This design comes from an exercise in tuning for a short achievable clock period and few clock cycles on the open sky130 flow, not from production work.
In this exercise RTL edits were held to simulation tests only and were not proved equivalent to the original.
Power is estimated from default activity; no workload was simulated.

--- design.v ---
`timescale 1ns / 1ps
module adder #(parameter N = 32)
              (input  logic [N-1:0] a, b,
               input  logic         cin,
               output logic [N-1:0] y,
               output logic         co);
  localparam int L = (N <= 2) ? 1 : (N <= 4) ? 2 : (N <= 8) ? 3 : (N <= 16) ? 4 : (N <= 32) ? 5 : 6;
  logic [N-1:0] g [0:L];
  logic [N-1:0] t [0:L];
  logic [N-1:0] x, c;
  assign x = a ^ b;
  genvar k, i;
  generate
    pg_in0 cin0 (a[0], b[0], cin, g[0][0], t[0][0]);
    for (i = 1; i < N; i++) begin : lvl0
      pg_in u (a[i], b[i], g[0][i], t[0][i]);
    end
    for (k = 0; k < L; k++) begin : lvl
      for (i = 0; i < N; i++) begin : bit_
        if (i >= (1 << k)) begin : comb
          if (k % 2 == 0) begin : fromInv
            pg_oai u (g[k][i], t[k][i], g[k][i - (1 << k)], t[k][i - (1 << k)],
                         g[k+1][i], t[k+1][i]);
          end else begin : fromTrue
            pg_aoi u (g[k][i], t[k][i], g[k][i - (1 << k)], t[k][i - (1 << k)],
                         g[k+1][i], t[k+1][i]);
          end
        end else begin : pass
          pg_inv u (g[k][i], t[k][i], g[k+1][i], t[k+1][i]);
        end
      end
    end
  endgenerate
  generate
    if (L % 2 == 1) begin : truePol
      assign c  = {g[L][N-2:0], cin};
      assign y  = x ^ c;
      assign co = g[L][N-1];
    end else begin : invPol
      assign c  = {g[L][N-2:0], ~cin};
      assign y  = ~(x ^ c);
      assign co = ~g[L][N-1];
    end
  endgenerate
endmodule
module pg_in (input logic a, b, output logic gn, tn);
  assign gn = ~(a & b);
  assign tn = ~(a | b);
endmodule
module pg_in0 (input logic a, b, cin, output logic gn, tn);
  assign gn = ~((a & b) | ((a | b) & cin));
  assign tn = ~(a | b);
endmodule
module pg_oai (input logic gnh, tnh, gnl, tnl, output logic g, t);
  assign g = ~(gnh & (tnh | gnl));
  assign t = ~(tnh | tnl);
endmodule
module pg_aoi (input logic gh, th, gl, tl, output logic gn, tn);
  assign gn = ~(gh | (th & gl));
  assign tn = ~(th & tl);
endmodule
module pg_inv (input logic g, t, output logic gn, tn);
  assign gn = ~g;
  assign tn = ~t;
endmodule
`timescale 1ns / 1ps
module alu (input  logic [31:0] a, b,
            input  logic [3:0]  op,
            output logic [31:0] y);
  logic [31:0] sum;
  adder #(32) add (a, op[1] ? ~b : b, op[1], sum, );
  assign y = op[2] ? (a & b) : op[3] ? (a | b) : sum;
endmodule
module alu_long (input  logic [31:0] a, b,
                 input  logic        sh,
                 output logic [31:0] y);
  logic        lt;
  logic [31:0] nb, gl, pl;
  assign nb = ~b;
  always_comb begin
    gl = a & nb;
    pl = a | nb;
    for (int d = 1; d < 32; d = d * 2)
      for (int k = 0; k < 32; k = k + 2 * d) begin
        gl[k+2*d-1] = gl[k+2*d-1] | (pl[k+2*d-1] & gl[k+d-1]);
        pl[k+2*d-1] = pl[k+2*d-1] & pl[k+d-1];
      end
  end
  assign lt = ~(gl[31] | pl[31]);
  assign y = sh ? ((b[31:5] != 27'd0) ? 32'd0 : (a >> b[4:0])) : {31'd0, lt};
endmodule
`timescale 1ns / 1ps
`timescale 1ns / 1ps
`timescale 1ns / 1ps
`timescale 1ns / 1ps
module mux2 #(parameter WIDTH = 8)
             (input  logic [WIDTH-1:0] d0, d1,
              input  logic             s,
              output logic [WIDTH-1:0] y);
   assign y = s ? d1 : d0;
endmodule
`timescale 1ns / 1ps
module predsel (input  logic [31:0] instr,
                input  logic        en,
                output logic        pred, sel);
  assign pred = (instr[31:26] == 6'b000100) &
                (instr[15] | (instr[25:21] == instr[20:16]));
  assign sel  = pred & en;
endmodule
`timescale 1ns / 1ps
module pctarget (input  logic [15:0] pc,
                 input  logic [15:0] imm,
                 output logic [15:0] y,
                 output logic        co);
  adder #(16) add (pc, imm, 1'b1, y, co);
endmodule
`timescale 1ns / 1ps
module eq32 (input  logic [31:0] a, b,
             output logic        y);
  assign y = (a == b);
endmodule
`timescale 1ns / 1ps
module regfile (input  logic        clk, we,
                input  logic [4:0]  wa,
                input  logic [31:0] wd,
                input  logic [31:1] s1, s2, s3,
                output logic [31:0] rd1, rd2, rd3);
  logic [31:0] rf [1:31];
  logic [1023:0] flat;             
  always_ff @(posedge clk)
    if (we) rf[wa] <= wd;
  always_comb begin
    flat[31:0] = 32'd0;
    for (int i = 1; i < 32; i++) flat[32*i +: 32] = rf[i];
  end
  rdport p1 (flat, {s1, 1'b0}, rd1);
  rdport p2 (flat, {s2, 1'b0}, rd2);
  rdport p3 (flat, {s3, 1'b0}, rd3);
endmodule
module rdport (input  logic [1023:0] rf,
               input  logic [31:0] s,
               output logic [31:0] y);
  genvar j, i;
  generate
    for (j = 0; j < 32; j++) begin : bit_
      logic [15:0] l1;
      logic [3:0]  l2;
      logic [1:0]  l3;
      for (i = 0; i < 16; i++) begin : a
        rd_ao22n u (rf[64*i + j], s[2*i], rf[64*i + 32 + j], s[2*i+1], l1[i]);
      end
      for (i = 0; i < 4; i++) begin : b
        rd_nand4 u (l1[4*i], l1[4*i+1], l1[4*i+2], l1[4*i+3], l2[i]);
      end
      for (i = 0; i < 2; i++) begin : c
        rd_nor2 u (l2[2*i], l2[2*i+1], l3[i]);
      end
      rd_nand2 d (l3[0], l3[1], y[j]);
    end
  endgenerate
endmodule
module rd_ao22n (input logic a, sa, b, sb, output logic y);
  assign y = ~((a & sa) | (b & sb));
endmodule
module rd_nand4 (input logic a, b, c, d, output logic y);
  assign y = ~(a & b & c & d);
endmodule
module rd_nor2 (input logic a, b, output logic y);
  assign y = ~(a | b);
endmodule
module rd_nand2 (input logic a, b, output logic y);
  assign y = ~(a & b);
endmodule
`timescale 1ns / 1ps
module nextpc (input  logic        isBeqE, predE, eqE,
               input  logic        canResD, predD, rsEqRtD, eqAddiD, fixD,
               input  logic        stall, reset,
               input  logic [31:0] instrF,
               input  logic [29:0] altE, altD, tgtD, pc, pc1,
               input  logic [15:0] targetLo,
               output logic        mispE, mispD,
               output logic [29:0] y, yr);
  logic        selT, selTr, predF, predFr, misp;
  logic [29:0] x0, x0r, tgt, yN, yNr, yM, yMr, altEr, altDr;
  assign mispE = isBeqE & (eqE ^ predE);
  assign mispD = canResD & ((rsEqRtD | eqAddiD) ^ predD);
  assign misp  = mispE | mispD;
  predsel ps  (instrF, ~stall & ~fixD, predF, selT);
  predsel psr (instrF, ~stall & ~fixD & ~reset, predFr, selTr);
  assign x0    = fixD ? tgtD : stall ? pc : pc1;
  assign x0r   = reset ? 30'd0 : x0;
  assign altEr = reset ? 30'd0 : altE;
  assign altDr = reset ? 30'd0 : altD;
  assign tgt   = {pc[29:16], targetLo};
  mux2 #(30) mn  (x0,    tgt,   selT,  yN);
  mux2 #(30) mm  (altD,  altE,  mispE, yM);
  mux2 #(30) my  (yN,    yM,    misp,  y);
  mux2 #(30) mnr (x0r,   tgt,   selTr, yNr);
  mux2 #(30) mmr (altDr, altEr, mispE, yMr);
  mux2 #(30) myr (yNr,   yMr,   misp,  yr);
endmodule
`timescale 1ns / 1ps
`timescale 1ns / 1ps
module exfwd (input  logic [31:0] opA, opB, lng, ld,
              input  logic        isLd,
              input  logic [5:0]  op,           
              input  logic [31:0] negImm,
              input  logic [31:0] rA, rB, rC, resM, dImm,
              input  logic        mA, mB, mC,
              input  logic        fA, fB, fC, useImm, isAcc,
              output logic [31:0] a, sum, fast,
              output logic        eq, eqNegImm,
              output logic [31:0] nA, nB, nC, nSD);
  logic [31:0] b, bx, logicv;
  logic [31:0] eB, eC, iA, iB, iC, iS;
  logic        isLogic;
  assign a  = opA;
  assign b  = opB;
  assign bx = op[1] ? ~b : b;
  adder #(32) add (a, bx, op[1], sum, );
  assign isLogic = op[2] | op[3] | op[4] | op[5];
  assign logicv  = op[2] ? (a & b) : op[3] ? (a | b) : lng;
  logic [31:0] f0;
  mux2 #(32) mf (sum, logicv, isLogic, f0);
  mux2 #(32) ml (f0, ld, isLd, fast);        
  eq32 eqab (a, b, eq);           
  eq32 eqni (a, negImm, eqNegImm);
  assign eB = useImm ? dImm : rB;
  assign eC = isAcc ? rC : 32'd0;
  mux2 #(32) ia (rA, resM, mA & ~fA, iA);
  mux2 #(32) ib (eB, resM, mB & ~fB & ~useImm, iB);
  mux2 #(32) ic (eC, resM, mC & ~fC & isAcc, iC);
  mux2 #(32) is (rB, resM, mB & ~fB, iS);
  mux2 #(32) ma (iA, fast, fA, nA);
  mux2 #(32) mb (iB, fast, fB & ~useImm, nB);
  mux2 #(32) mc (iC, fast, fC & isAcc, nC);
  mux2 #(32) ms (iS, fast, fB, nSD);
endmodule
`timescale 1ns / 1ps
`timescale 1ns / 1ps
`timescale 1ns / 1ps
`timescale 1ns / 1ps
`timescale 1ns / 1ps
module top_mips (input  logic        clk, reset,
                 output logic [31:0] imem_addr,
                 input  logic [31:0] imem_rdata,
                 output logic [31:0] dmem_addr, dmem_wdata,
                 output logic        dmem_we,
                 input  logic [31:0] dmem_rdata);
  logic [29:0] pcF;              
  logic [29:0] pcOut;            
  logic [29:0] pcNext;
  logic        validD, predD;
  logic [31:0] instrD;
  logic [31:1] selAD, selBD, selCD;  
  logic [29:0] pcD, pc1D, altD, tgtD;
  logic        fixD, fixRegD;
  logic        regwriteE, isLoadE, isBeqE, isAddiE, isLongE, predE;
  logic [4:0]  destE;
  logic [5:0]  aluopE;           
  logic [29:0] altE;
  logic [31:0] opAE, opBE, opCE, negImmE;
  logic        fwdCME;
  logic [31:0] addrE, wdataE;    
  logic        weE;
  logic        regwriteM, isLongM;
  logic [4:0]  destM;
  logic [31:0] aluOutM, cM;
  logic [29:0] pc1F;
  logic [15:0] targetF;
  logic        predF;
  adder #(30) pcinc (pcF, 30'd1, 1'b0, pc1F, );
  logic        c16F;
  pctarget tgt (pcF[15:0], imem_rdata[15:0], targetF, c16F);
  assign predF = (imem_rdata[31:26] == 6'b000100) &
                 (imem_rdata[15] | (imem_rdata[25:21] == imem_rdata[20:16]));
  logic [5:0] opD, fD;
  logic [4:0] rsD, rtD, rdD, destD;
  logic isRD, isAccD, isAddiD, isLwD, isSwD, isBeqD, useImmD, isLongD, shLtD;
  logic regwriteD, useBD, stall, mispredictE, mispredictD, canResD;
  logic depA, depB, depC, depMA, depMB, depMC, ldE, fastE;
  logic [5:0] aluopD;
  logic [31:0] resultM, rfA, rfB, rfC, immD;
  assign opD = instrD[31:26];
  assign fD  = instrD[5:0];
  assign rsD = instrD[25:21];
  assign rtD = instrD[20:16];
  assign rdD = instrD[15:11];
  assign isRD    = validD & (opD == 6'b000000);
  assign isAccD  = validD & (opD == 6'b001100);
  assign isAddiD = validD & (opD == 6'b001000);
  assign isLwD   = validD & (opD == 6'b100011);
  assign isSwD   = validD & (opD == 6'b101011);
  assign isBeqD  = validD & (opD == 6'b000100);
  assign useImmD = isAddiD | isLwD | isSwD;
  assign immD    = {{16{instrD[15]}}, instrD[15:0]};
  assign destD     = (isRD | isAccD) ? rdD : rtD;
  assign regwriteD = (isRD | isAccD | isAddiD | isLwD) & (destD != 5'd0);
  assign useBD     = isRD | isAccD | isBeqD;
  always_comb begin
    aluopD = 6'b000001;
    if (isRD | isAccD)
      case (fD)
        6'b100010: aluopD = 6'b000010;
        6'b100100: aluopD = 6'b000100;
        6'b100101: aluopD = 6'b001000;
        6'b101010: aluopD = 6'b010000;
        6'b011110: aluopD = 6'b100000;
        default:   aluopD = 6'b000001;
      endcase
  end
  assign shLtD   = (isRD | isAccD) & (aluopD[4] | aluopD[5]);
  assign isLongD = isAccD;
  adder #(32) accadd (aluOutM, cM, 1'b0, resultM, );
  regfile rf (clk, regwriteM, destM, resultM, selAD, selBD, selCD, rfA, rfB, rfC);
  logic [31:1] valid, validNext, ohA, ohB, ohC;
  logic [4:0]  raN, rbN, rcN;
  assign raN = stall ? rsD : imem_rdata[25:21];
  assign rbN = stall ? rtD : imem_rdata[20:16];
  assign rcN = stall ? rdD : imem_rdata[15:11];
  always_comb
    for (int i = 1; i < 32; i++) begin
      ohA[i] = (raN == i);
      ohB[i] = (rbN == i);
      ohC[i] = (rcN == i);
      validNext[i] = valid[i] | (regwriteM & (destM == i));
    end
  always_ff @(posedge clk, posedge reset)
    if (reset) valid <= '0;
    else valid <= validNext;
  always_ff @(posedge clk) begin
    selAD <= ohA & validNext;
    selBD <= ohB & validNext;
    selCD <= ohC & validNext;
  end
  assign depMA = regwriteM & (destM == rsD);
  assign depMB = regwriteM & (destM == rtD);
  assign depMC = regwriteM & (destM == rdD);
  assign ldE   = isLoadE;
  assign fastE = ~isLongE;
  assign depA  = regwriteE & (destE == rsD);
  assign depB  = regwriteE & (destE == rtD);
  assign depC  = regwriteE & (destE == rdD);
  logic       stallR, stallNext, stallS, stallN, useBF, memF, swF, memD;
  logic [5:0] opF;
  logic [4:0] rsF, rtF;
  assign opF  = imem_rdata[31:26];
  assign rsF  = imem_rdata[25:21];
  assign rtF  = imem_rdata[20:16];
  assign useBF = (opF == 6'b000000) | (opF == 6'b001100) | (opF == 6'b000100);
  assign swF   = (opF == 6'b101011);
  assign memF  = (opF == 6'b100011) | swF;
  assign memD  = isLwD | isSwD;
  assign stallS = memD & isLongE & depA;
  assign stallN = (isLongD & regwriteD &
                   ((~memF & (rsF == destD)) | (useBF & (rtF == destD)) |
                    (swF & (rtF == destD)))) |
                  (memF & regwriteD & (rsF == destD)) |
                  (memF & isLongE & regwriteE & (rsF == destE));
  assign stallNext = ~mispredictE & ~mispredictD & ~fixD &
                     (stall ? stallS : stallN);
  always_ff @(posedge clk, posedge reset)
    if (reset) stallR <= 1'b0;
    else stallR <= stallNext;
  assign stall = stallR;
  logic [31:0] aguD;
  adder #(32) agu (depMA ? aluOutM : rfA, immD, 1'b0, aguD, );
  logic [31:0] aE, nA, nB, nC, nSD;
  logic        eqAddiD;
  assign canResD = isBeqD & ~stall &
                   ((rsD == rtD) | (isAddiE & depA & (rtD == 5'd0)));
  logic [31:0] fastE_res, fullE, longE;
  logic        eqE;
  logic [31:0] sumE;
  alu_long exl (opAE, opBE, aluopE[5], longE);
  exfwd    exf (opAE, opBE, longE, dmem_rdata, isLoadE, aluopE, negImmE,
                rfA, rfB, rfC, resultM, immD, depMA, depMB, depMC,
                depA & fastE, depB & fastE, depC & fastE,
                useImmD, isAccD,
                aE, sumE, fastE_res, eqE, eqAddiD, nA, nB, nC, nSD);
  assign fullE = fastE_res;
  logic [29:0] pcNextR;
  nextpc npc (isBeqE, predE, eqE, canResD, predD, rsD == rtD, eqAddiD, fixD,
              stall, reset, imem_rdata, altE, altD, tgtD, pcF, pc1F, targetF,
              mispredictE, mispredictD, pcNext, pcNextR);
  always_ff @(posedge clk, posedge reset)
    if (reset) pcF <= 30'd0;
    else pcF <= pcNext;
  always_ff @(posedge clk)
    pcOut <= pcNextR;
  always_ff @(posedge clk, posedge reset)
    if (reset) validD <= 1'b0;
    else if (mispredictE | mispredictD | fixD) validD <= 1'b0;
    else if (!stall) validD <= 1'b1;
  always_ff @(posedge clk)
    if (!stall) begin
      instrD <= imem_rdata;
      predD  <= predF;
      pcD    <= pcF;
      fixRegD <= predF & (c16F ^ imem_rdata[15]);
      pc1D   <= pc1F;
    end
  adder #(30) tgtd (pcD, immD[29:0], 1'b1, tgtD, );
  assign altD = predD ? pc1D : tgtD;
  assign fixD = validD & fixRegD & ~stall;
  always_ff @(posedge clk, posedge reset)
    if (reset) begin
      regwriteE <= 1'b0;
      isLoadE   <= 1'b0;
      isBeqE    <= 1'b0;
      isAddiE   <= 1'b0;
      isLongE   <= 1'b0;
    end else if (mispredictE | stall) begin
      regwriteE <= 1'b0;
      isLoadE   <= 1'b0;
      isBeqE    <= 1'b0;
      isAddiE   <= 1'b0;
      isLongE   <= 1'b0;
    end else begin
      regwriteE <= regwriteD;
      isLoadE   <= isLwD;
      isBeqE    <= isBeqD & ~canResD;
      isAddiE   <= isAddiD;
      isLongE   <= isLongD;
    end
  always_ff @(posedge clk) begin
    destE   <= destD;
    aluopE  <= aluopD;
    predE   <= predD;
    altE    <= altD;
    opAE    <= nA;
    opBE    <= nB;
    opCE    <= nC;
    negImmE <= -immD;
    fwdCME  <= depC & ~fastE & isAccD;
  end
  always_ff @(posedge clk) begin
    addrE  <= aguD;
    wdataE <= nSD;
    weE    <= isSwD & ~stall & ~mispredictE;
  end
  always_ff @(posedge clk, posedge reset)
    if (reset) begin
      regwriteM <= 1'b0;
      isLongM   <= 1'b0;
    end else begin
      regwriteM <= regwriteE;
      isLongM   <= isLongE;
    end
  always_ff @(posedge clk) begin
    destM   <= destE;
    aluOutM <= fullE;
    cM      <= fwdCME ? resultM : opCE;
  end
  assign imem_addr  = {pcOut, 2'b00};
  assign dmem_addr  = addrE;
  assign dmem_wdata = wdataE;
  assign dmem_we    = weE;
endmodule
--- constraint.sdc ---
create_clock -name core_clock -period 10.0 [get_ports {clk}]
set_input_delay 2.0000 -clock core_clock [delete_from_list [all_inputs] [get_ports {clk}]]
set_output_delay 2.0000 -clock core_clock [all_outputs]
set_load 0.01 [all_outputs]
--- standard.sh ---
#!/bin/bash
# synth_recipe.tcl (not shown) runs the flow's synth.tcl, then flattens the netlist and writes it again
# the make line also repeats each setting of config.mk as NAME=value (left out here)
make -C /OpenROAD-flow-scripts/flow DESIGN_CONFIG=/design/flow/config.mk WORK_HOME=/design/flow/orfs CLKGATE_MAP_FILE= SYNTH_SCRIPT=/design/flow/synth_recipe.tcl "${@:-finish}"
--- config.mk ---
export PLATFORM = sky130hd
export DESIGN_NAME = top_mips
export DESIGN_NICKNAME = top_mips
export VERILOG_FILES = /design/flow/design.v
export SDC_FILE = /design/flow/constraint.sdc
export NUM_CORES = 4
export LEC_CHECK = 0
export CAP_MARGIN = 20
export CORE_MARGIN = 2
export CORE_UTILIZATION = 40
export SLEW_MARGIN = 20
export SYNTH_HIERARCHICAL = 1
--- flow/run.sh ---
#!/bin/bash
set -u
export SETUP_SLACK_MARGIN=7
export BUFFER_PORTS_ARGS="-buffer_cell sky130_fd_sc_hd__buf_4"
bash standard.sh synth > synth.log 2>&1 || exit 1
bash standard.sh finish > layout.log 2>&1 || exit 1
==> results of run 1 <==
power groups by stage:
| stage | clock, W | combinational [W] | sequential [W] |
|---|---|---|---|
| 2_1_floorplan | 0 | 0.00440 | 0.00820 |
| 3_3_place_gp | 0 | 0.00612 | 0.00838 |
| 3_5_place_dp | 0 | 0.00619 | 0.00839 |
| 4_1_cts | 0.00692 | 0.00649 | 0.00831 |
| 5_1_grt | 0.00720 | 0.00708 | 0.00836 |
| 6_report | 0.00690 | 0.00678 | 0.00833 |
layout by cell type (no fill, tap or decap), types with 106 or more instances in the layout:
master     instances
xor3_1           143
clkbuf_16        189
buf_6            153
nand2_1          471
mux2_2           109
a22oi_2         1537
mux2_4           520
nor2_4           170
nor2_1           449
nand4_1          394
edfxtp_1        1086
o21ai_2          339
dfxtp_2          134
conb_1           296
dfxtp_1          187
dfxtp_4          106
inv_1            223
nor3_1           118
buf_4            361
nor2b_1          109
a21oi_2          254
nor2_2           118
final cells by class:
type	instances	area [µm²]
repair buffers	646	7253
inverters	255	974.7
fillers	21073	124000
well taps	3202	4006
multi-input cells	5999	57770
flip-flops and latches	1582	43470
diodes	36	90.09
clock buffers	232	4955
clock inverters	96	1116
metrics by stage:
stage,setup slack (ps),util [%]
finish,6574,49.10
global route,6556,49.08
CTS,6573,48.39
detailed placement,5737,43.09
global placement,5711,43.08
floorplan,5817,-
metal layers:
layer | share of wire, % | up-vias | GRT usage (%)
met5 | 0.098 | - | 0.9454
met4 | 7.6 | 18 | 22.11
met3 | 13 | 1499 | 12.92
met2 | 41 | 5654 | 48.42
met1 | 39 | 39849 | 43.74
li1 | - | 32075 | -
final timing paths:
check                           endpoint  cells past startpoint
setup / recovery           dmem_addr[31]                      1
hold / removal                    cM[19]                      1
setup reg to reg                opBE[14]                      8
hold reg to reg                   cM[19]                      1
max in group asynchronous         stallR                      3
min in group asynchronous        pcF[21]                      2
what timing repair did:
action,4_1_cts,5_1_grt
gates cloned,20,6
endpoints found under the setup margin,399,412
buffers inserted,240,71
resized for setup,1045,190
pin swaps,176,119
flip-flops by register name, summed over array words and instances, names as in the netlist, 30 cells and up:
signal / flops
opCE: 32
pcD: 30
rf.rf: 992
aluOutM: 32
wdataE: 32
opAE: 32
selCD: 31
pc1D: 30
instrD: 32
cM: 32
selBD: 31
opBE: 32
valid: 31
pcF: 30
altE: 30
selAD: 31
negImmE: 32
pcOut: 30
addrE: 32
==> summary.md, run 1 <==
| Metric | Value |
|---|---|
| WS Path Type | `reg2out` |
| Placed Area | `105000 µm²` |
| # DRC | `0` |
| Min Clock Period, post-route | `3426 ps` |
| Cell Area, Synth | `98200 µm²` |
| Num CTS Buffers | `179` |
| Setup-failing EPs final | `0` |
| Slew of the pin with the lowest slew margin | `1241 ps` |
| Global Route Usage Sum | `34.32%` |
| Clock power frac | `31.4%` |
| Syn. warnings | `18` |
| Final hold vios | `0` |
| Critical-path maximum fanout | `1` |
| Avg Cell Area, Syn | `12.72 µm²` |
| PortBufs | `160` |
| Clk latency of the worst-skew pair | `910 ps` |
| RSZ-0062 raised after global routing | `true` |
| CP endpoint kind | `primary output` |
| CORE AREA | `243700 µm²` |
| Routed wire length | `445100 µm` |
| Chip Width | `499.5 µm` |
| Worst setup SP type | `flip-flop` |
| Gr ovfl total | `0` |
| Worst Skew | `56.10 ps` |
| Num ports | `163` |
| R2R setup slack | `6580 ps` |
| Cell Chain, Critical Path | `buf_6` |
| Crit-path leading delay family | `flip-flops` |
| CP max-delay cell | `dfxtp_4` |
| Detailed Place HPWL | `274300 µm` |
| Initial antenna violation count | `31` |
| Fin nets | `8733` |
| Final worst path period share | `34.26%` |
| Max clock buf depth | `3` |
| Routed via count | `79095` |
| HP Start | `opCE[19]` |
| Clk root buf | `clkbuf_16` |
| TNS Setup | `0 ps` |
| Power Total | `0.02201 W` |
| Clock sinks | `1582` |
| Power Internal | `0.01479 W` |
| Worst-path clk slew | `60 ps` |
| HP Class | `reg2reg` |
| Critical Path AT | `1430 ps` |
| Status | `finished clean` |
| Highest Clock Rate | `291.9 MHz` |
| Wire per inst | `36.94 µm` |
| Worst slew margin | `17.24%` |
| GP Congestion | `0.9914` |
| Row Count | `181` |
| Critical path buffer and inverter count | `1` |
| First-pass GRT wire length | `603500 µm` |
| Iter 0 DRT Violations | `10169` |
| Peak VDD IR | `0.0002004 V` |
| Post-route cell area | `119600 µm²` |
| Number of max-cap violations | `0` |
| Switching Fraction | `32.79%` |
| Slew Viols, Final | `0` |
| Lkg Pwr | `40.94 nW` |
| Non-filler instance count after layout | `12048` |
| CTS tree | `done` |
| Die area | `249500 µm²` |
| Hold Slack | `455.4 ps` |
| Vias in the first global route | `76355` |
| Cell count after placement | `11347` |
| Drt pass-1 iters | `8` |
| CP peak stage delay | `430 ps` |
| Post-detailed-route count of antenna-violating nets | `0` |
| Largest net degree at the start of global routing | `61` |
| Flop pwr share | `37.8%` |
| Worst EP required | `8000 ps` |
| Cells after Synth | `7721` |
| H-tree Lvls | `4` |
| P&R area growth vs syn | `21.83%` |
| Starting Density | `40.30%` |
| Sw Pwr | `0.007216 W` |
| Share of cells above drive strength 1 | `52.42%` |
| DIE HEIGHT | `499.5 µm` |
| Pwr Density | `184.0 nW/µm²` |
| Worst r2r src | `selBD[7]` |
| Critical path origin | `addrE[31]` |
| Hold-fix buffers at CTS | `0` |
| Logic pwr share | `30.8%` |
| Via-to-Cell Ratio | `6.565` |
Testbench counts, summed over its fixed seeds: cycles 58,683.
==> run 2: changes to the inputs <==
--- a/config.mk
+++ b/config.mk
@@ -9,4 +9,6 @@
 export CORE_MARGIN = 2
 export CORE_UTILIZATION = 40
+export CTS_CLUSTER_DIAMETER = 80
+export CTS_CLUSTER_SIZE = 30
 export SLEW_MARGIN = 20
 export SYNTH_HIERARCHICAL = 1
==> summary.md, run 2 <==
| Metric | Value |
|---|---|
| Final Core Density | `48.48% (was 49.10%)` |
| Cell count after placement | `11347 (unchanged)` |
| Iter 0 DRT Violations | `10523 (was 10169)` |
| Number of max-cap violations | `0 (unchanged)` |
| Chip Width | `499.5 µm (unchanged)` |
| Num ports | `163 (unchanged)` |
| Max clock buf depth | `3 (unchanged)` |
| TNS Setup | `0 ps (unchanged)` |
| Worst slew margin | `17.44% (was 17.24%)` |
| Clock sinks | `1582 (unchanged)` |
| Row Count | `181 (unchanged)` |
| Gr ovfl total | `0 (unchanged)` |
| Critical-path maximum fanout | `20 (was 1)` |
| Clk latency of the worst-skew pair | `850 ps (was 910 ps)` |
| Num CTS Buffers | `103 (was 179)` |
| First-pass GRT wire length | `601600 µm (was 603500 µm)` |
| Starting Density | `40.30% (unchanged)` |
| Post-route cell area | `118100 µm² (was 119600 µm²)` |
| Leading cell type in the layout, fill and taps excluded | `a22oi_2 (unchanged)` |
| CORE AREA | `243700 µm² (unchanged)` |
| Top reg by flops | `rf.rf (unchanged)` |
| Vias in the first global route | `75880 (was 76355)` |
| WS Path Type | `reg2reg (was reg2out)` |
| Routed wire length | `443000 µm (was 445100 µm)` |
| Final hold vios | `0 (unchanged)` |
| Post-detailed-route count of antenna-violating nets | `0 (unchanged)` |
| GP Congestion | `0.9914 (unchanged)` |
| Share of cells above drive strength 1 | `52.27% (was 52.42%)` |
| Status | `finished clean (unchanged)` |
| Placed Area | `105000 µm² (unchanged)` |
| P&R area growth vs syn | `20.31% (was 21.83%)` |
| H-tree Lvls | `3 (was 4)` |
| Cell Area, Synth | `98200 µm² (unchanged)` |
| Drt pass-1 iters | `8 (unchanged)` |
| Non-filler instance count after layout | `11924 (was 12048)` |
| Clk root buf | `clkbuf_16 (unchanged)` |
| Die area | `249500 µm² (unchanged)` |
| Pwr Density | `170.9 nW/µm² (was 184.0 nW/µm²)` |
| Worst EP required | `10720 ps (was 8000 ps)` |
| DIE HEIGHT | `499.5 µm (unchanged)` |
| Max reg flops | `992 (unchanged)` |
| Slew Viols, Final | `0 (unchanged)` |
| Fin nets | `8674 (was 8733)` |
| Hold Crit Depth | `0 (was 1)` |
| Final worst path period share | `34.11% (was 34.26%)` |
| Via-to-Cell Ratio | `6.600 (was 6.565)` |
| Critical Path AT | `4130 ps (was 1430 ps)` |
| PortBufs | `160 (unchanged)` |
| HP Class | `reg2reg (unchanged)` |
| Initial antenna violation count | `37 (was 31)` |
| Most frequent cells in the layout | `1536 x a22oi_2, 1086 x edfxtp_1, 522 x mux2_4 (was 1537 x a22oi_2, 1086 x edfxtp_1, 520 x mux2_4)` |
| Lkg Pwr | `40.20 nW (was 40.94 nW)` |
| # DRC | `0 (unchanged)` |
| Global Route Usage Sum | `34.14% (was 34.32%)` |
| Setup-failing EPs final | `0 (unchanged)` |
| CTS tree | `done (unchanged)` |
| Detailed Place HPWL | `274300 µm (unchanged)` |
| Worst Skew | `105.3 ps (was 56.10 ps)` |
| Slew of the pin with the lowest slew margin | `1238 ps (was 1241 ps)` |
| FF-to-FF path depth | `8 (unchanged)` |
| Cells after Synth | `7721 (unchanged)` |
| Largest net degree at the start of global routing | `61 (unchanged)` |
| Routed via count | `78697 (was 79095)` |
| Min Clock Period, post-route | `3411 ps (was 3426 ps)` |
| RSZ-0062 raised after global routing | `true (unchanged)` |
| Peak VDD IR | `0.0001385 V (was 0.0002004 V)` |
| Avg Cell Area, Syn | `12.72 µm² (unchanged)` |
| CP endpoint kind | `flip-flop (was primary output)` |
| Worst-path clk slew | `110 ps (was 60 ps)` |
| Syn. warnings | `18 (unchanged)` |
| Wire per inst | `37.15 µm (was 36.94 µm)` |
| Highest Clock Rate | `293.2 MHz (was 291.9 MHz)` |
| Worst setup SP type | `flip-flop (unchanged)` |
[run 2: timing repair]
item / 4_1_cts / 5_1_grt
gates cloned: 17 / 6
buffers inserted: 280 / 51
hold buffers: 0 / 0
endpoints found under the setup margin: 397 / 411
gates resized for setup: 1154 / 177
pin swaps: 177 / 86
[run 2: layout make-up]
type                            count  area, µm²
Inverter                          255      982.2
Timing Repair Buffer              663       7418
Antenna cell                       29      72.57
Clock inverter                     88       1330
Multi-Input combinational cell   5999      58260
Tap cell                         3202       4006
Sequential cell                  1582      43480
Fill cell                       21185     125500
Clock buffer                      106       2589
[run 2: per-stage QoR]
step / setup slack [ps] / power [W] / hold WS (ps)
finish: 6589 / 0.02019 / 451.3
global route: 6594 / 0.02081 / 454.7
CTS: 6611 / 0.01994 / 421.9
detailed placement: 5737 / 0.01459 / 441.4
global placement: 5711 / 0.01451 / 439.6
floorplan: 5817 / 0.01260 / 329.0
[run 2: worst paths after layout]
check / startpoint / end / slack [ps]
max: selBD[7] / opBE[14] / 6590
min: destE[2] / destM[2] / 450
max reg2reg: selBD[7] / opBE[14] / 6590
min reg2reg: destE[2] / destM[2] / 450
max in group asynchronous: reset / stallR / 7180
min in group asynchronous: reset / pcF[20] / 1490
[run 2: worst max-delay path: stages, from the launching register on]
cell	delay, ps
dfxtp_4	480
buf_4	370
a22oi_2	210
nand4_1	130
nor2_1	750
nand2_1	450
mux2_2	390
mux2_4	270
mux2_4	260
[run 2: report_power, final]
part	switching [W]	total, W	leakage [nW]	internal (W)
Sequential	0.000595	0.00831	14.5	0.00772
Combinational	0.00372	0.00680	23.9	0.00308
Clock	0.00286	0.00508	1.86	0.00222
Total	0.00718	0.0202	40.2	0.0130
[run 2: metal layers]
| metal | vias up | global-route usage, % | routed length (µm) |
|---|---|---|---|
| met4 | 16 | 21.44 | 33400 |
| met5 | - | 0.1351 | 195 |
| met1 | 39646 | 44.04 | 168900 |
| met3 | 1405 | 11.95 | 57940 |
| li1 | 31929 | - | - |
| met2 | 5701 | 48.57 | 182600 |
==> run 3: changes to the inputs <==
==> flow/run.sh (replaced) <==
#!/bin/bash
set -u
export SETUP_SLACK_MARGIN=7.5
export BUFFER_PORTS_ARGS="-buffer_cell sky130_fd_sc_hd__buf_4"
bash standard.sh synth > synth.log 2>&1 || exit 1
bash standard.sh finish > layout.log 2>&1 || exit 1
--- a/config.mk
+++ b/config.mk
@@ -9,6 +9,4 @@
 export CORE_MARGIN = 2
 export CORE_UTILIZATION = 40
-export CTS_CLUSTER_DIAMETER = 80
-export CTS_CLUSTER_SIZE = 30
 export SLEW_MARGIN = 20
 export SYNTH_HIERARCHICAL = 1
==> summary.md, run 3 <==
| Metric | Value |
|---|---|
| Status | `finished clean (unchanged)` |
| Avg Cell Area, Syn | `12.72 µm² (unchanged)` |
| CP endpoint kind | `flip-flop (unchanged)` |
| Cells after Synth | `7721 (unchanged)` |
| WS Path Type | `reg2reg (unchanged)` |
| Worst Skew | `74.69 ps (was 105.3 ps)` |
| FILL cells | `21032 (was 21185)` |
| Placed Area | `106400 µm² (was 105000 µm²)` |
| CTS tree | `done (unchanged)` |
| P&R area growth vs syn | `23.72% (was 20.31%)` |
| Detailed Place HPWL | `274200 µm (was 274300 µm)` |
| Hold-fix buffers at CTS | `0 (unchanged)` |
| Num ports | `163 (unchanged)` |
| Peak VDD IR | `0.0001975 V (was 0.0001385 V)` |
| Max clock buf depth | `3 (unchanged)` |
| Final worst path period share | `34.78% (was 34.11%)` |
| Slew Viols, Final | `0 (unchanged)` |
| Clock sinks | `1582 (unchanged)` |
| Critical-path maximum fanout | `32 (was 20)` |
| Highest Clock Rate | `287.6 MHz (was 293.2 MHz)` |
| Routed via count | `79402 (was 78697)` |
| Critical Path AT | `4230 ps (was 4130 ps)` |
| HP Class | `reg2reg (unchanged)` |
| Max reg flops | `992 (unchanged)` |
| Vias in the first global route | `76941 (was 75880)` |
| First-pass GRT wire length | `602000 µm (was 601600 µm)` |
| CORE AREA | `243700 µm² (unchanged)` |
| Clk latency of the worst-skew pair | `880 ps (was 850 ps)` |
| Syn. warnings | `18 (unchanged)` |
| Die area | `249500 µm² (unchanged)` |
| Routed wire length | `443100 µm (was 443000 µm)` |
| TNS Setup | `0 ps (unchanged)` |
| Slew of the pin with the lowest slew margin | `1068 ps (was 1238 ps)` |
| Min Clock Period, post-route | `3478 ps (was 3411 ps)` |
| Gr ovfl total | `0 (unchanged)` |
| Pwr Density | `182.7 nW/µm² (was 170.9 nW/µm²)` |
| H-tree Lvls | `4 (was 3)` |
| Post-detailed-route count of antenna-violating nets | `0 (unchanged)` |
| RSZ-0062 raised after global routing | `true (unchanged)` |
| Power Total | `0.02220 W (was 0.02019 W)` |
| Multi-input gate area | `59090 µm² (was 58260 µm²)` |
| Row Count | `181 (unchanged)` |
| Cell Area, Synth | `98200 µm² (unchanged)` |
| # DRC | `0 (unchanged)` |
| Worst setup SP type | `flip-flop (unchanged)` |
| Drt pass-1 iters | `8 (unchanged)` |
| Worst-path clk slew | `60 ps (was 110 ps)` |
| Slack of the critical path | `6522 ps (was 6589 ps)` |
| Starting Density | `40.30% (unchanged)` |
| Worst slew margin | `28.54% (was 17.44%)` |
| Setup-failing EPs final | `0 (unchanged)` |
| Final hold vios | `0 (unchanged)` |
| Initial antenna violation count | `30 (was 37)` |
| Leading cell type in the layout, fill and taps excluded | `a22oi_2 (unchanged)` |
| Hold Crit Depth | `1 (was 0)` |
| Worst slack at placement | `5526 ps (was 5737 ps)` |
| Chip Width | `499.5 µm (unchanged)` |
| Top reg by flops | `rf.rf (unchanged)` |
| Global Route Usage Sum | `34.18% (was 34.14%)` |
| Clk root buf | `clkbuf_16 (unchanged)` |
| Worst EP required | `10750 ps (was 10720 ps)` |
| Lkg Pwr | `41.59 nW (was 40.20 nW)` |
| Via-to-Cell Ratio | `6.571 (was 6.600)` |
| Iter 0 DRT Violations | `10730 (was 10523)` |
| Wire per inst | `36.67 µm (was 37.15 µm)` |
| Largest net degree at the start of global routing | `65 (was 61)` |
| Final Core Density | `49.86% (was 48.48%)` |
| FF-to-FF path depth | `8 (unchanged)` |
| Share of cells above drive strength 1 | `54.89% (was 52.27%)` |
| Most frequent cells in the layout | `1537 x a22oi_2, 1086 x edfxtp_1, 530 x mux2_4 (was 1536 x a22oi_2, 1086 x edfxtp_1, 522 x mux2_4)` |
| GP Congestion | `1.020 (was 0.9914)` |
| Register area | `43560 µm² (was 43480 µm²)` |
| DIE HEIGHT | `499.5 µm (unchanged)` |
| PortBufs | `160 (unchanged)` |
| Fin nets | `8782 (was 8674)` |
| Num CTS Buffers | `181 (was 103)` |
| Post-route cell area | `121500 µm² (was 118100 µm²)` |
| Number of max-cap violations | `0 (unchanged)` |
[run 3: metrics by stage]
stage / cells / hold WS (ps)
floorplan: 8013 / 329.0
global placement: 11341 / 437.4
detailed placement: 11341 / 441.9
CTS: 11976 / 455.2
global route: 12073 / 468.5
finish: 12083 / 452.9
[run 3: path summary, 6_finish.rpt]
check	slack [ps]	to	startpoint
setup / recovery	6520	opBE[26]	selBD[4]
hold / removal	450	cM[1]	opCE[1]
setup reg to reg	6520	opBE[26]	selBD[4]
hold reg to reg	450	cM[1]	opCE[1]
max in group asynchronous	7640	pcF[21]	reset
min in group asynchronous	1640	pcF[10]	reset
[run 3: report_power, final]
group	leakage, nW	switching, W	internal [W]
Combinational	24.2	0.00396	0.00324
Clock	2.88	0.00292	0.00380
Sequential	14.5	0.000545	0.00773
Total	41.6	0.00743	0.0148
[run 3: final cells by class]
type | count | area share (%)
Timing Repair Buffer | 687 | 6.486
Multi-Input combinational cell | 6005 | 48.64
Sequential cell | 1582 | 35.85
Inverter | 255 | 0.8507
Clock buffer | 238 | 4.057
Clock inverter | 101 | 0.7889
Tap cell | 3202 | 3.298
Antenna cell | 13 | 0.02678
[run 3: per-layer routing]
layer / part of all wire (%) / global-route usage (%) / wire, µm / vias to the layer above
li1: - / - / - / 32218
met1: 39 / 44.06 / 171000 / 40091
met2: 42 / 49.20 / 185000 / 5608
met3: 12 / 10.98 / 53650 / 1467
met4: 7.5 / 21.86 / 33050 / 18
met5: 0.086 / 0.4245 / 379 / -
[run 3: critical path, cell delays in order (launching register included)]
cell and delay, ps:
dfxtp_4 330, buf_4 390, a22oi_2 280, nand4_1 400
nor2_1 870, nand2_1 190, mux2_2 320, mux2_4 260
mux2_4 260
[run 3: timing repair]
action,in CTS,in global routing
setup endpoints to repair,2071,860
cloned,40,6
buffers inserted,256,88
resized for setup,1088,295
pin swaps,208,135
==> run 4: changes to the inputs <==
--- a/design.v
+++ b/design.v
@@ -65,11 +65,4 @@
 endmodule
 `timescale 1ns / 1ps
-module alu (input  logic [31:0] a, b,
-            input  logic [3:0]  op,
-            output logic [31:0] y);
-  logic [31:0] sum;
-  adder #(32) add (a, op[1] ? ~b : b, op[1], sum, );
-  assign y = op[2] ? (a & b) : op[3] ? (a | b) : sum;
-endmodule
 module alu_long (input  logic [31:0] a, b,
                  input  logic        sh,
@@ -264,5 +257,5 @@
   logic [31:0] addrE, wdataE;    
   logic        weE;
-  logic        regwriteM, isLongM;
+  logic        regwriteM;
   logic [4:0]  destM;
   logic [31:0] aluOutM, cM;
@@ -277,7 +270,7 @@
   logic [5:0] opD, fD;
   logic [4:0] rsD, rtD, rdD, destD;
-  logic isRD, isAccD, isAddiD, isLwD, isSwD, isBeqD, useImmD, isLongD, shLtD;
+  logic isRD, isAccD, isAddiD, isLwD, isSwD, isBeqD, useImmD, isLongD;
   logic regwriteD, useBD, stall, mispredictE, mispredictD, canResD;
-  logic depA, depB, depC, depMA, depMB, depMC, ldE, fastE;
+  logic depA, depB, depC, depMA, depMB, depMC, fastE;
   logic [5:0] aluopD;
   logic [31:0] resultM, rfA, rfB, rfC, immD;
@@ -310,5 +303,4 @@
       endcase
   end
-  assign shLtD   = (isRD | isAccD) & (aluopD[4] | aluopD[5]);
   assign isLongD = isAccD;
   adder #(32) accadd (aluOutM, cM, 1'b0, resultM, );
@@ -337,5 +329,4 @@
   assign depMB = regwriteM & (destM == rtD);
   assign depMC = regwriteM & (destM == rdD);
-  assign ldE   = isLoadE;
   assign fastE = ~isLongE;
   assign depA  = regwriteE & (destE == rsD);
@@ -441,11 +432,6 @@
   end
   always_ff @(posedge clk, posedge reset)
-    if (reset) begin
-      regwriteM <= 1'b0;
-      isLongM   <= 1'b0;
-    end else begin
-      regwriteM <= regwriteE;
-      isLongM   <= isLongE;
-    end
+    if (reset) regwriteM <= 1'b0;
+    else regwriteM <= regwriteE;
   always_ff @(posedge clk) begin
     destM   <= destE;
==> flow/run.sh (replaced) <==
#!/bin/bash
set -u
export SETUP_SLACK_MARGIN=7
export BUFFER_PORTS_ARGS="-buffer_cell sky130_fd_sc_hd__buf_4"
bash standard.sh synth > synth.log 2>&1 || exit 1
bash standard.sh finish > layout.log 2>&1 || exit 1
==> summary.md, run 4 <==
| Metric | Value |
|---|---|
| Hold Slack | `455.4 ps (was 452.9 ps)` |
| Routed via count | `79095 (was 79402)` |
| H-tree Lvls | `4 (unchanged)` |
| Starting Density | `40.30% (unchanged)` |
| Multi-input gate area | `57770 µm² (was 59090 µm²)` |
| Max reg flops | `992 (unchanged)` |
| Critical-path maximum fanout | `1 (was 32)` |
| Top reg by flops | `rf.rf (unchanged)` |
| Global Route Usage Sum | `34.32% (was 34.18%)` |
| Slew Viols, Final | `0 (unchanged)` |
| Status | `finished clean (unchanged)` |
| Num CTS Buffers | `179 (was 181)` |
| First-pass GRT wire length | `603500 µm (was 602000 µm)` |
| HP Start | `opCE[19] (was opCE[1])` |
| Min Clock Period, post-route | `3426 ps (was 3478 ps)` |
| Avg Cell Area, Syn | `12.72 µm² (unchanged)` |
| Row Count | `181 (unchanged)` |
| WS Path Type | `reg2out (was reg2reg)` |
| Worst EP required | `8000 ps (was 10750 ps)` |
| Routed wire length | `445100 µm (was 443100 µm)` |
| Wire per inst | `36.94 µm (was 36.67 µm)` |
| Worst setup SP type | `flip-flop (unchanged)` |
| Vias in the first global route | `76355 (was 76941)` |
| TNS Setup | `0 ps (unchanged)` |
| Max clock buf depth | `3 (unchanged)` |
| Iter 0 DRT Violations | `10169 (was 10730)` |
| Slew of the pin with the lowest slew margin | `1241 ps (was 1068 ps)` |
| Cell count after placement | `11347 (was 11341)` |
| # DRC | `0 (unchanged)` |
| DIE HEIGHT | `499.5 µm (unchanged)` |
| Critical Path AT | `1430 ps (was 4230 ps)` |
| CTS tree | `done (unchanged)` |
| Largest net degree at the start of global routing | `61 (was 65)` |
| Lkg Pwr | `40.94 nW (was 41.59 nW)` |
| Worst slew margin | `17.24% (was 28.54%)` |
| Cells after Synth | `7721 (unchanged)` |
| Critical path buffer and inverter count | `1 (unchanged)` |
| Post-detailed-route count of antenna-violating nets | `0 (unchanged)` |
| Via-to-Cell Ratio | `6.565 (was 6.571)` |
| Register area | `43470 µm² (was 43560 µm²)` |
| Highest Clock Rate | `291.9 MHz (was 287.6 MHz)` |
| Final Core Density | `49.10% (was 49.86%)` |
| Drt pass-1 iters | `8 (unchanged)` |
| Gr ovfl total | `0 (unchanged)` |
| CP peak stage delay | `430 ps (was 870 ps)` |
| CP endpoint kind | `primary output (was flip-flop)` |
| Final worst path period share | `34.26% (was 34.78%)` |
| Worst-path clk slew | `60 ps (about the same)` |
| Worst r2r src | `selBD[7] (was selBD[4])` |
| Worst Skew | `56.10 ps (was 74.69 ps)` |
| GP Congestion | `0.9914 (was 1.020)` |
| Power Total | `0.02201 W (was 0.02220 W)` |
| HP Class | `reg2reg (unchanged)` |
| FILL cells | `21073 (was 21032)` |
| Non-filler instance count after layout | `12048 (was 12083)` |
| Fin nets | `8733 (was 8782)` |
| CORE AREA | `243700 µm² (unchanged)` |
| Detailed Place HPWL | `274300 µm (was 274200 µm)` |
| Cell Area, Synth | `98200 µm² (unchanged)` |
| PortBufs | `160 (unchanged)` |
| Number of max-cap violations | `0 (unchanged)` |
| RSZ-0062 raised after global routing | `true (unchanged)` |
| Clock sinks | `1582 (unchanged)` |
| P&R area growth vs syn | `21.83% (was 23.72%)` |
| Num ports | `163 (unchanged)` |
| Leading cell type in the layout, fill and taps excluded | `a22oi_2 (unchanged)` |
| Pwr Density | `184.0 nW/µm² (was 182.7 nW/µm²)` |
| Clk root buf | `clkbuf_16 (unchanged)` |
| Critical path origin | `addrE[31] (was selBD[4])` |
| Chip Width | `499.5 µm (unchanged)` |
| Crit-path leading delay family | `flip-flops (was simple AND/OR/NAND/NOR gates)` |
| Setup-failing EPs final | `0 (unchanged)` |
| Syn. warnings | `18 (unchanged)` |
| Cell Chain, Critical Path | `buf_6 (was buf_4 > a22oi_2 > nand4_1 > nor2_1 > nand2_1 > mux2_2 > mux2_4 > mux2_4)` |
| Share of cells above drive strength 1 | `52.42% (was 54.89%)` |
| Clk latency of the worst-skew pair | `910 ps (was 880 ps)` |
| CP max-delay cell | `dfxtp_4 (was nor2_1)` |
| Peak VDD IR | `0.0002004 V (was 0.0001975 V)` |
| Most frequent cells in the layout | `1537 x a22oi_2, 1086 x edfxtp_1, 520 x mux2_4 (was 1537 x a22oi_2, 1086 x edfxtp_1, 530 x mux2_4)` |
| Die area | `249500 µm² (unchanged)` |
| Final hold vios | `0 (unchanged)` |
| Initial antenna violation count | `31 (was 30)` |
==> run 4: final timing paths <==
| path | to | slack [ps] | depth (start not counted) |
|---|---|---|---|
| setup / recovery | dmem_addr[31] | 6570 | 1 |
| hold / removal | cM[19] | 460 | 1 |
| setup reg to reg | opBE[14] | 6580 | 8 |
| hold reg to reg | cM[19] | 460 | 1 |
| max in group asynchronous | stallR | 7250 | 3 |
| min in group asynchronous | pcF[21] | 1470 | 2 |
==> run 4: routing by layer <==
layer / global-route usage [%] / vias up / wire, µm
met1: 43.74 / 39849 / 171500
met2: 48.42 / 5654 / 182200
met5: 0.9454 / - / 435
met4: 22.11 / 18 / 33830
li1: - / 32075 / -
met3: 12.92 / 1499 / 57040
==> run 4: stage by stage <==
| step | cell area, µm² | worst slack [ps] |
|---|---|---|
| after floorplan | 99600 | 5817 |
| after global routing | 119600 | 6556 |
| after detailed placement | 105000 | 5737 |
| final | 119600 | 6574 |
| after global placement | 105000 | 5711 |
| after CTS | 117900 | 6573 |
==> run 4: layout make-up <==
class / instances / share of cell area (%)
Tap cell: 3202 / 3.349
Inverter: 255 / 0.8147
Multi-Input combinational cell: 5999 / 48.29
Sequential cell: 1582 / 36.34
Antenna cell: 36 / 0.07530
Clock inverter: 96 / 0.9329
Clock buffer: 232 / 4.141
Timing Repair Buffer: 646 / 6.063
==> run 4: timing repair <==
action / 4_1_cts / 5_1_grt
hold buffers: 0 / 0
setup endpoints to repair: 399 / 412
gates resized for setup: 1045 / 190
endpoints found under the hold margin: 0 / 0
pin swaps: 176 / 119
setup buffers: 240 / 71
cloned: 20 / 6
==> run 4: power breakdown <==
part | internal (W) | switching (W)
sequential | 0.00773 | 0.000596
clock | 0.00399 | 0.00291
combinational | 0.00307 | 0.00371
total | 0.0148 | 0.00722
Testbench counts of run 4, summed over its fixed seeds: cycles 58,683.

## separate check: timing with driven ports
No port has a modelled driver above. Below, the same layouts with a new extraction and two added sets of constraints.
Step 1: set_driving_cell puts a clkbuf_16 on clk and a buf_2 on each other input, an assumption about the parent block.
Step 2 also shifts input and output timing later by t, the mid clock arrival at the registers, as if the neighbouring blocks saw the same clock.
Three values: no drivers, after step 1, after step 2; two values: the first two.
| run | shift t [ns] | setup slack, ns | latest minus earliest clock arrival (ns) | pins driven straight from the clock port |
|---|---|---|---|---|
| run 1 | 0.968 | 6.574 / 6.480 / 5.866 | 0.068 / 0.067 | 1 |
| run 2 | 0.908 | 6.589 / 6.556 / 5.857 | 0.105 / 0.106 | 1 |
| run 3 | 0.941 | 6.522 / 6.510 / 6.012 | 0.076 / 0.075 | 1 |
| run 4 | 0.968 | 6.574 / 6.480 / 5.866 | 0.068 / 0.067 | 1 |
After both steps every run listed still meets setup and hold. For run 2, which loses most, drivers alone change the setup slack by -0.033 ns; drivers and shift together by -0.732 ns.
